What follows belongs to an exercise in optimizing a design on an open flow for small area, a short achievable clock period and few clock cycles; a production flow would make more cautious choices.
Power and IR drop assume default switching activity.

north:
==> flow/design.v <==
`timescale 1ns / 1ps
module cpu_hazard(input wire clk,
           input wire rst,
           input wire enable,
           input wire start,
           output wire d_we,
           output wire [7:0] i_addr,
           output wire [7:0] d_addr,
           input  wire [15:0] i_datain,
           input  wire [15:0] d_datain,
           output wire [15:0] d_dataout,
           output wire busy
    );
    function automatic [8:0] add8(input [7:0] x, input [7:0] y, input ci);
      reg [7:0] p, g, pp, gg;
      integer d, i;
      begin
        p = x ^ y;
        g = x & y;
        gg = g;
        pp = p;
        gg[0] = g[0] | (p[0] & ci);
        for (d = 1; d < 8; d = d * 2)
          for (i = 7; i >= d; i = i - 1)
          begin
            gg[i] = gg[i] | (pp[i] & gg[i - d]);
            pp[i] = pp[i] & pp[i - d];
          end
        add8 = {gg[7], p ^ {gg[6:0], ci}};
      end
    endfunction
    function automatic [7:0] inc8(input [7:0] x);
      integer i;
      reg c;
      begin
        c = 1'b1;
        for (i = 0; i < 8; i = i + 1)
        begin
          inc8[i] = x[i] ^ c;
          c = c & x[i];
        end
      end
    endfunction
    function automatic [15:0] rev16(input [15:0] x);
      integer i;
      for (i = 0; i < 16; i = i + 1) rev16[i] = x[15 - i];
    endfunction
    reg state;
    reg [7:0] pc;
    reg [15:0] gr [0:7];
    reg zf, nf, cf;
    reg [15:0] ex_a;           
    reg [15:0] ex_b;           
    reg [3:0]  ex_sh;          
    reg [2:0]  ex_rd;          
    reg        ex_wr;          
    reg        ex_load;
    reg        ex_store;
    reg        ex_flags;       
    reg        ex_sub;         
    reg        ex_addc;
    reg        ex_subc;
    reg        ex_sra;         
    reg        ex_s_add, ex_s_and, ex_s_or, ex_s_xor, ex_s_shr, ex_s_shl;
    assign i_addr = pc;
    assign busy = state;
    wire ex = state & enable;
    wire cin = ex_sub ? ~(ex_subc & cf) : (ex_addc & cf);
    wire [15:0] y = ex_sub ? ~ex_b : ex_b;
    wire [15:0] ap = ex_a ^ y;
    wire [15:0] ag = ex_a & y;
    wire [15:0] ao = ex_a | y;
    reg [15:0] kg, kp;
    integer d, i;
    always @(*)
    begin
      kg = ag;
      kp = ap;
      kg[0] = ag[0] | (ap[0] & cin);
      for (d = 1; d < 16; d = d * 2)
        for (i = 15; i >= d; i = i - 1)
        begin
          kg[i] = kg[i] | (kp[i] & kg[i - d]);
          kp[i] = kp[i] & kp[i - d];
        end
    end
    wire [15:0] sum = ap ^ {kg[14:0], cin};
    wire alu_cf = ex_sub ? ~kg[15] : kg[15];
    wire alu_zf = (ap == {ao[14:0], cin});
    wire alu_nf = sum[15];
    wire [31:0] shr = {{16{ex_sra & ex_a[15]}}, ex_a} >> ex_sh;
    wire [15:0] res = ({16{ex_s_add}} & sum) | ({16{ex_s_and}} & ag) | ({16{ex_s_or}} & ao)
                    | ({16{ex_s_xor}} & ap) | ({16{ex_s_shr}} & shr[15:0])
                    | ({16{ex_s_shl}} & rev16(shr[15:0]));
    wire [15:0] wd = ex_load ? d_datain : res;
    wire [8:0] d_sum = add8(ex_a[7:0], {4'b0, ex_sh}, 1'b0);
    assign d_addr = d_sum[7:0];
    assign d_dataout = ex_b;
    assign d_we = ex_store;
    wire zf_n = ex_flags ? alu_zf : zf;
    wire nf_n = ex_flags ? alu_nf : nf;
    wire cf_n = ex_flags ? alu_cf : cf;
    always @(posedge clk or negedge rst)
    begin
      if (!rst)
      begin
        zf <= 1'b0;
        nf <= 1'b0;
        cf <= 1'b0;
      end
      else
      begin
        zf <= zf_n;
        nf <= nf_n;
        cf <= cf_n;
      end
    end
    integer k;
    always @(posedge clk or negedge rst)
    begin
      if (!rst)
      begin
        for (k = 0; k < 8; k = k + 1) gr[k] <= 16'b0;
      end
      else if (ex_wr)
        gr[ex_rd] <= wd;
    end
    wire [4:0] op = i_datain[15:11];
    wire [2:0] rd = i_datain[10:8];
    wire [2:0] r1 = i_datain[6:4];
    wire [2:0] r2 = i_datain[2:0];
    wire [7:0] imm8 = i_datain[7:0];
    wire [3:0] imm4 = i_datain[3:0];
    wire op_halt  = (op == 5'b00001);
    wire op_load  = (op == 5'b00010);
    wire op_store = (op == 5'b00011);
    wire op_shl   = (op == 5'b00100) || (op == 5'b00101);
    wire op_srl   = (op == 5'b00110);
    wire op_sra   = (op == 5'b00111);
    wire op_and   = (op == 5'b01101);
    wire op_or    = (op == 5'b01110);
    wire op_xor   = (op == 5'b01111);
    wire op_ldih  = (op == 5'b10000);
    wire op_imm   = (op == 5'b01001) || (op == 5'b01011);
    wire op_sub   = (op == 5'b01010) || (op == 5'b01011) || (op == 5'b01100) || (op == 5'b10010);
    wire op_addc  = (op == 5'b10001);
    wire op_subc  = (op == 5'b10010);
    wire op_jump  = (op == 5'b11000);
    wire op_br    = (op[4:3] == 2'b11) && !op_jump;   
    wire op_arith = (op == 5'b01000) || (op == 5'b01001) || (op == 5'b01010) || (op == 5'b01011) || (op == 5'b01100)
                 || (op == 5'b10000) || (op == 5'b10001) || (op == 5'b10010);
    wire wr_reg   = op_load || op_shl || op_srl || op_sra || op_and || op_or || op_xor
                 || (op_arith && op != 5'b01100);
    wire a_is_rd  = op_imm || op_ldih;
    wire [15:0] g_rd = gr[rd];
    wire [15:0] v_rd = (ex_wr && ex_rd == rd) ? wd : g_rd;
    wire [15:0] v_r1 = (ex_wr && ex_rd == r1) ? wd : gr[r1];
    wire [15:0] v_r2 = (ex_wr && ex_rd == r2) ? wd : gr[r2];
    wire br_stall = op_br && ex_wr && (ex_rd == rd);
    wire [8:0] t_sum = add8(g_rd[7:0], imm8, 1'b0);
    wire taken = (op == 5'b11001) || ((op == 5'b11010) && zf_n) || ((op == 5'b11011) && !zf_n)
              || ((op == 5'b11100) && nf_n) || ((op == 5'b11101) && !nf_n)
              || ((op == 5'b11110) && cf_n) || ((op == 5'b11111) && !cf_n);
    wire go = ex && !br_stall;      
    always @(posedge clk or negedge rst)
    begin
      if (!rst) state <= 1'b0;
      else if (!state) state <= enable & start;
      else state <= enable & ~op_halt;
    end
    always @(posedge clk or negedge rst)
    begin
      if (!rst) pc <= 8'b0;
      else if (go)
      begin
        if (op_jump) pc <= imm8;
        else if (taken) pc <= t_sum[7:0];
        else if (!op_halt) pc <= inc8(pc);
      end
    end
    always @(posedge clk or negedge rst)
    begin
      if (!rst)
      begin
        ex_wr <= 1'b0;
        ex_load <= 1'b0;
        ex_store <= 1'b0;
        ex_flags <= 1'b0;
      end
      else
      begin
        ex_wr <= go && wr_reg;
        ex_load <= go && op_load;
        ex_store <= go && op_store;
        ex_flags <= go && op_arith;
      end
    end
    always @(posedge clk)
    begin
      ex_rd <= rd;
      ex_sub <= op_sub;
      ex_addc <= op_addc;
      ex_subc <= op_subc;
      ex_sra <= op_sra;
      ex_s_add <= op_arith;
      ex_s_and <= op_and;
      ex_s_or <= op_or;
      ex_s_xor <= op_xor;
      ex_s_shr <= op_srl || op_sra;
      ex_s_shl <= op_shl;
      ex_sh <= imm4;
      ex_a <= a_is_rd ? v_rd : op_shl ? rev16(v_r1) : v_r1;
      ex_b <= op_ldih ? {imm8, 8'b0} : op_imm ? {8'b0, imm8} : op_store ? v_rd : v_r2;
    end
endmodule
Settings: LEC_CHECK=0, CAP_MARGIN=20, CORE_MARGIN=2, CORE_UTILIZATION=40, SETUP_SLACK_MARGIN=2.5, SLEW_MARGIN=20; clock period 6.0 ns.
run.sh (not shown) runs the stock make flow with config.mk's settings and CLKGATE_MAP_FILE= SYNTH_SCRIPT=/design/flow/synth_recipe.tcl, a recipe that flattens the netlist after the stock synthesis.
north: no failed stages, no open violations at the end
Here is what was changed in the inputs of south compared with north.
diff --git a/flow/design.v b/flow/design.v
--- a/flow/design.v
+++ b/flow/design.v
@@ -10,8 +10,12 @@
            input  wire [15:0] d_datain,
            output wire [15:0] d_dataout,
            output wire busy
     );
+    reg state;
+    reg [7:0] pc;
+    reg [15:0] gr [0:7];
+    reg zf, nf, cf;
     function automatic [8:0] add8(input [7:0] x, input [7:0] y, input ci);
       reg [7:0] p, g, pp, gg;
       integer d, i;
       begin
@@ -40,16 +44,8 @@
           c = c & x[i];
         end
       end
     endfunction
-    function automatic [15:0] rev16(input [15:0] x);
-      integer i;
-      for (i = 0; i < 16; i = i + 1) rev16[i] = x[15 - i];
-    endfunction
-    reg state;
-    reg [7:0] pc;
-    reg [15:0] gr [0:7];
-    reg zf, nf, cf;
     reg [15:0] ex_a;           
     reg [15:0] ex_b;           
     reg [3:0]  ex_sh;          
     reg [2:0]  ex_rd;          
@@ -59,10 +55,9 @@
     reg        ex_flags;       
     reg        ex_sub;         
     reg        ex_addc;
     reg        ex_subc;
-    reg        ex_sra;         
-    reg        ex_s_add, ex_s_and, ex_s_or, ex_s_xor, ex_s_shr, ex_s_shl;
+    reg        ex_shl, ex_srl, ex_sra, ex_and, ex_or, ex_xor;
     assign i_addr = pc;
     assign busy = state;
     wire ex = state & enable;
     wire cin = ex_sub ? ~(ex_subc & cf) : (ex_addc & cf);
@@ -83,16 +78,23 @@
           kg[i] = kg[i] | (kp[i] & kg[i - d]);
           kp[i] = kp[i] & kp[i - d];
         end
     end
-    wire [15:0] sum = ap ^ {kg[14:0], cin};
-    wire alu_cf = ex_sub ? ~kg[15] : kg[15];
+    wire [16:0] sum = {kg[15], ap ^ {kg[14:0], cin}};
+    wire alu_cf = ex_sub ? ~sum[16] : sum[16];
     wire alu_zf = (ap == {ao[14:0], cin});
     wire alu_nf = sum[15];
-    wire [31:0] shr = {{16{ex_sra & ex_a[15]}}, ex_a} >> ex_sh;
-    wire [15:0] res = ({16{ex_s_add}} & sum) | ({16{ex_s_and}} & ag) | ({16{ex_s_or}} & ao)
-                    | ({16{ex_s_xor}} & ap) | ({16{ex_s_shr}} & shr[15:0])
-                    | ({16{ex_s_shl}} & rev16(shr[15:0]));
+    reg [15:0] res;
+    always @(*)
+    begin
+      if (ex_shl)      res = ex_a << ex_sh;
+      else if (ex_srl) res = ex_a >> ex_sh;
+      else if (ex_sra) res = $signed(ex_a) >>> ex_sh;
+      else if (ex_and) res = ex_a & ex_b;
+      else if (ex_or)  res = ex_a | ex_b;
+      else if (ex_xor) res = ex_a ^ ex_b;
+      else             res = sum[15:0];
+    end
     wire [15:0] wd = ex_load ? d_datain : res;
     wire [8:0] d_sum = add8(ex_a[7:0], {4'b0, ex_sh}, 1'b0);
     assign d_addr = d_sum[7:0];
     assign d_dataout = ex_b;
@@ -151,14 +153,15 @@
                  || (op == 5'b10000) || (op == 5'b10001) || (op == 5'b10010);
     wire wr_reg   = op_load || op_shl || op_srl || op_sra || op_and || op_or || op_xor
                  || (op_arith && op != 5'b01100);
     wire a_is_rd  = op_imm || op_ldih;
-    wire [15:0] g_rd = gr[rd];
-    wire [15:0] v_rd = (ex_wr && ex_rd == rd) ? wd : g_rd;
+    wire [15:0] v_rd = (ex_wr && ex_rd == rd) ? wd : gr[rd];
     wire [15:0] v_r1 = (ex_wr && ex_rd == r1) ? wd : gr[r1];
     wire [15:0] v_r2 = (ex_wr && ex_rd == r2) ? wd : gr[r2];
     wire br_stall = op_br && ex_wr && (ex_rd == rd);
+    wire [15:0] g_rd = gr[rd];
     wire [8:0] t_sum = add8(g_rd[7:0], imm8, 1'b0);
+    wire [7:0] target = t_sum[7:0];
     wire taken = (op == 5'b11001) || ((op == 5'b11010) && zf_n) || ((op == 5'b11011) && !zf_n)
               || ((op == 5'b11100) && nf_n) || ((op == 5'b11101) && !nf_n)
               || ((op == 5'b11110) && cf_n) || ((op == 5'b11111) && !cf_n);
     wire go = ex && !br_stall;      
@@ -173,9 +176,9 @@
       if (!rst) pc <= 8'b0;
       else if (go)
       begin
         if (op_jump) pc <= imm8;
-        else if (taken) pc <= t_sum[7:0];
+        else if (taken) pc <= target;
         else if (!op_halt) pc <= inc8(pc);
       end
     end
     always @(posedge clk or negedge rst)
@@ -200,16 +203,15 @@
       ex_rd <= rd;
       ex_sub <= op_sub;
       ex_addc <= op_addc;
       ex_subc <= op_subc;
+      ex_shl <= op_shl;
+      ex_srl <= op_srl;
       ex_sra <= op_sra;
-      ex_s_add <= op_arith;
-      ex_s_and <= op_and;
-      ex_s_or <= op_or;
-      ex_s_xor <= op_xor;
-      ex_s_shr <= op_srl || op_sra;
-      ex_s_shl <= op_shl;
+      ex_and <= op_and;
+      ex_or <= op_or;
+      ex_xor <= op_xor;
       ex_sh <= imm4;
-      ex_a <= a_is_rd ? v_rd : op_shl ? rev16(v_r1) : v_r1;
+      ex_a <= a_is_rd ? v_rd : v_r1;
       ex_b <= op_ldih ? {imm8, 8'b0} : op_imm ? {8'b0, imm8} : op_store ? v_rd : v_r2;
     end
 endmodule
==> comparison <==
Classification of the worst setup path: register to register -> north, input port to register -> south. Worst setup slack for south is higher than for north. Diff north -> south: clock power has decreased; final design area excluding fillers has increased; part of the total power dissipated in the clock network has decreased; number of sinks on the clock net has decreased; initial core utilization has increased. Looking at south and north, the aggregate global-route resource usage is a wash.
No functional check of the RTL was part of any run of this note.

[static timing again, ports no longer ideal]
The flow's constraints put no driver on any port. The routed layouts listed below were extracted and timed again, unchanged, in two steps. Step 1: set_driving_cell puts a clkbuf_16 on clk and a buf_2 on each other input, an assumption about the parent block. Step 2, shift: input delay + t, output delay - t, t = (earliest + latest rising clock arrival at the registers) / 2. This alone moves slack from input paths to output paths. a / b / c = no drivers / after step 1 / after step 2; a / b = the first two.
run	t (ns)	setup slack, ns	clock arrival spread, ns
north	0.504	2.391 / 2.391 / 2.062	0.015 / 0.016
south	0.506	2.502 / 2.381 / 1.874	0.017 / 0.017
After both steps every run listed still meets setup and hold. For south, which loses most, drivers alone change the setup slack by -0.121 ns; drivers and shift together by -0.628 ns.
